Background: an optimization exercise with open tools, aiming at small area. Do not read the settings as production practice.
Only simulation tests tie the RTL to the original design; equivalence was not proved.
Power is estimated from default activity; no workload was simulated.

File: design/flow/run.sh
#!/bin/bash
# synth_recipe.tcl (not shown) runs the flow's synth.tcl, then flattens the netlist and writes it again
# the make line also repeats each setting of config.mk as NAME=value (left out here)
make -C /OpenROAD-flow-scripts/flow DESIGN_CONFIG=/design/flow/config.mk WORK_HOME=/design/flow/orfs CLKGATE_MAP_FILE= SYNTH_SCRIPT=/design/flow/synth_recipe.tcl finish
File: design/flow/constraint.sdc
create_clock -name core_clock -period 40.0 [get_ports {clk}]
set_input_delay 8.0000 -clock core_clock [delete_from_list [all_inputs] [get_ports {clk}]]
set_output_delay 8.0000 -clock core_clock [all_outputs]
set_load 0.01 [all_outputs]
File: design/flow/config.mk
export PLATFORM = sky130hd
export DESIGN_NAME = alu16
export DESIGN_NICKNAME = alu16
export VERILOG_FILES = /design/flow/design.v
export SDC_FILE = /design/flow/constraint.sdc
export NUM_CORES = 4
export LEC_CHECK = 0
export CAP_MARGIN = 20
export CORE_MARGIN = 2
export CORE_UTILIZATION = 40
export SETUP_SLACK_MARGIN = 1.0
export SLEW_MARGIN = 20
File: design/flow/design.v
module ALU (a,b,ctrl,res,R15,res_we,R15_we);
	input signed [15:0] a,b;
	input [3:0] ctrl;
	output reg signed [15:0] res;
	output reg signed [15:0] R15;
	output reg res_we, R15_we;
	always@(*)begin
		res = 16'sd0;
		R15 = 16'sd0;
		res_we = 1'b1;
		R15_we = 1'b0;
		case(ctrl)
			3'b000: begin
						res = a + b;
					end
			3'b001: begin
						res = a - b;
					end
			3'b010: begin
						{R15,res} = a * b;
						R15_we = 1'b1;
					end
			3'b011: begin
						R15_we = 1'b1;
						if (b == 16'sd0) begin
							res = -16'sd1;
							R15 = a;
						end
						else begin
							res = a / b;
							R15 = a % b;
						end
					end
			3'b100: begin
						res = a & b;
					end
			3'b101: begin
						res = a | b;
					end
			default: begin
						res_we = 1'b0;
					end
		endcase
	end
endmodule
module alu16(clk, rst, a, b, ctrl, res, R15);
	input clk, rst;
	input [15:0] a, b;
	input [3:0] ctrl;
	output reg [15:0] res;
	output reg [15:0] R15;
	wire [15:0] alu_res, alu_R15;
	wire res_we, R15_we;
	ALU u_alu(.a(a), .b(b), .ctrl(ctrl), .res(alu_res), .R15(alu_R15), .res_we(res_we), .R15_we(R15_we));
	always @(posedge clk, negedge rst) begin
		if (~rst) begin
			res <= 16'h0000;
			R15 <= 16'h0000;
		end
		else begin
			if (res_we)
				res <= alu_res;
			if (R15_we)
				R15 <= alu_R15;
		end
	end
endmodule
==> run summary <==
-- through the flow --
step / cell area [µm²] / cells / hold WS [ps] / worst slack (ps)
after CTS: 25200 / 3749 / 510 / 1020
after floorplan: 22500 / 2892 / 514 / 1060
final: 26800 / 3818 / 498 / 1820
after global placement: 24800 / 3730 / 490 / -600
after detailed placement: 24800 / 3730 / 496 / -1250
after global routing: 26800 / 3816 / 542 / 563
-- routing by layer --
layer	vias up	share of wire, %
li1	10300	-
met1	11400	41
met2	1081	46
met3	309	7.1
met4	0	5.7
met5	-	0
-- cell usage in the layout (no fill, tap or decap), types with 26 or more instances in the layout --
master	Yosys	routed
and2_1	104	102
nor2_1	234	219
nand2_1	304	299
o21ai_0	150	131
o21a_1	41	39
fa_1	264	264
a21oi_1	151	127
a31oi_1	42	37
dfrtp_1	32	32
or2_2	29	26
nand2b_1	39	39
buf_4	2	213
xnor2_1	108	105
nand4_1	26	26
ha_1	244	220
nand3_1	42	38
inv_1	345	342
nor3_1	52	44
a21o_1	36	36
o211ai_1	27	27
clkdlybuf4s50_1	0	60
xor2_1	73	72
-- how the worst max path moves through the flow --
stage               start                  end  slack, ps  cells after the start
global placement     b[1]  R15[14]$_DFFE_PN0P_       -600                    143
detailed placement   b[0]  R15[14]$_DFFE_PN0P_      -1250                    142
CTS                  a[2]  R15[14]$_DFFE_PN0P_       1020                    144
floorplan            b[0]  R15[14]$_DFFE_PN0P_       1060                    148
finish              b[10]  R15[14]$_DFFE_PN0P_       1820                    143
global route        b[10]  R15[14]$_DFFE_PN0P_        560                    143
-- cells by family (layout without fill, tap and decap cells) --
| kind of cell | Yosys count | count (layout) | share of synthesized area [%] |
|---|---|---|---|
| flops | 32 | 32 | 3.57 |
| fa+ha+maj | 517 | 517 | 37.5 |
| compound gates | 697 | 698 | 20.9 |
| xor+xnor | 182 | 182 | 7.13 |
| mux | 40 | 40 | 1.94 |
| buf+inv | 476 | 650 | 8.12 |
| other cells | 0 | 3 | 0 |
| simple gates | 948 | 948 | 20.8 |
-- flip-flops by register name (all words and copies together), names as in the netlist --
register and cells:
R15 16, res 16
-- final cells by class --
cell class | count | area share [%]
clock buffer | 5 | 0.466
multi-input combinational | 2385 | 78.8
inverter | 349 | 4.92
clock inverter | 3 | 0.0886
antenna | 3 | 0.0280
tap | 748 | 3.49
timing repair buffer | 293 | 9.17
sequential | 32 | 2.98
-- worst max-delay path, delay by kind of cell --
family                   cells  cell delay, ps
AND/OR/NAND/NOR             41            8370
adder cells (fa/ha/maj)     15            4340
XOR/XNOR                     2             300
AO/OA/AOI/OAI               64           13130
buffers and inverters       17            3080
multiplexers                 4            1010
-- where the power goes --
part	leakage, nW	internal, W	switching, W
sequential	0.381	0.0000445	0.0000138
combinational	11.7	0.000972	0.00138
clock	0.0660	0.0000232	0.0000189
total	12.2	0.00104	0.00141
-- what timing repair did --
item	4_1_cts	5_1_grt
pin swaps	4	87
cloned	0	2
endpoints found under the setup margin	32	32
setup buffers	11	64
resized for setup	45	235
==> run summary <==
via count -> 23,100
worst slew pin tran -> 991 ps
final net count -> 3,612
Clock Latency Late Sink -> 300 ps
drt first pass iters -> 6
top cells by count, synth -> inv_1, nand2_1, fa_1, ha_1, nor2_1
initial antenna violation count -> 2
clk buf depth -> 2
Sequential cell area -> 801 µm²
routing usage on met2 -> 51.8%
dominant cells by area after synthesis -> fa_1, ha_1, inv_1
critical path type -> in2reg
Hold Path End -> R15[6]$_DFFE_PN0P_
max-cap check violation count -> 0
met1 global-route usage -> 40.5%
r2r endpoint -> R15[15]$_DFFE_PN0P_
register area share after synthesis -> 3.57%
worst reg2reg setup slack -> 38,990 ps
final setup vio count -> 0
GRT Total Usage -> 31.2%
Antenna Nets Post-Route -> 0
Synth top area share -> 23.5%
post-route clock period utilization -> 95.4%
largest stage delay on the critical path -> 540 ps
unrepaired setup endpoints after global routing -> no
first-pass GRT wire length -> 138,000 µm
initial core utilization -> 40.6%
Hold Crit Start -> R15[6]$_DFFE_PN0P_
chip width -> 241 µm
global routing's busiest layer -> met2
Synth async-reset ratio -> 100%
core area -> 55,300 µm²
Final Hold Fails -> 0
root buf cell -> clkbuf_16
Hold Path Cell Cnt -> 2
DRT iter0 DRCs -> 2,308
Mapped Cells -> 2,892
Ys Warns -> 2
H-tree level count -> 2
share of layout cells above drive strength 1 -> 16.5%
die area -> 58,000 µm²
Worst Setup End Kind -> register
Total Power -> 0.00245 W
final RePlAce weighted congestion -> 1.04
clock skew -> 0 ps
Final TNS setup -> 0 ps
EDFF count, synth -> 0
Worst VDD drop -> 0.0834 mV
origin of the critical flop-to-flop path -> R15[15]$_DFFE_PN0P_
most used cell, CP -> ha_1
# rows -> 86
Critical-path top delay cell -> clkdlybuf4s50_1
Top FF cell, synth -> dfrtp_1
CP max FO -> 24
hold crit path type -> reg2reg
cell taking the most area after synthesis -> fa_1
FF-to-FF path depth -> 3
slew margin rel. -> 33.3%
Die Span Y -> 241 µm
CP arrival -> 38,340 ps
fmax -> 26.2 MHz
crit path launch type -> input port
via density per instance -> 6.04
per-cell routed wire length -> 24.0 µm
Post-Syn Nets -> 3,438
cts bufs inserted -> 5
Syn Std Cell Area -> 22,500 µm²
pwr/cell area -> 91.3 nW/µm²
leakage -> 12.2 nW
final core occ -> 48.5%
Boundary Pins -> 70
Netlist cell types -> 101
shortest period the worst path allows -> 38,180 ps
clock transition at the registers of the reported paths -> 70 ps
status -> finished clean
Required @ worst endpoint -> 40,160 ps
global routing usage on met3 -> 3.89%
Fill cells -> 5,500
fin. max-slew vios -> 0
hpwl dp -> 71,300 µm
number of global-route vias before repair -> 23,200
WL final -> 91,800 µm
most common cell in the synthesized netlist -> inv_1
Buffers on Ports -> 69
# clock sinks -> 32
syn avg cell area -> 7.76 µm²
multi-input logic area -> 21,200 µm²
Area growth, synth to finish -> 19.5%
hold_buf cts -> 0
largest net degree at the start of global routing -> 45
CTS tree -> built
Overflow after GRT -> 0
DRC viols -> 0
Seq cells post-synth -> 32

## separate check: timing with driven ports
The results above use ideal ports. As a check the final layout listed here was re-extracted and re-timed, cells and wires unchanged. Step 1 (the two cells are an assumption about what drives the block):
set clk [get_ports {clk}]
set_driving_cell -lib_cell sky130_fd_sc_hd__clkbuf_16 $clk
set_driving_cell -lib_cell sky130_fd_sc_hd__buf_2 [delete_from_list [all_inputs] $clk]
Step 2 also shifts input and output timing later by t, the mid clock arrival at the registers, as if the neighbouring blocks saw the same clock. a / b / c = ideal ports / drivers / drivers and shift; a / b = the first two.
shift t [ns]: 0.351
setup WS [ns]: 1.823 / 1.843 / 1.492
worst setup path at the end: input to register
After both steps setup and hold are still met in this run. The setup slack of this run moves by +0.020 ns with the drivers and by -0.331 ns with both steps.
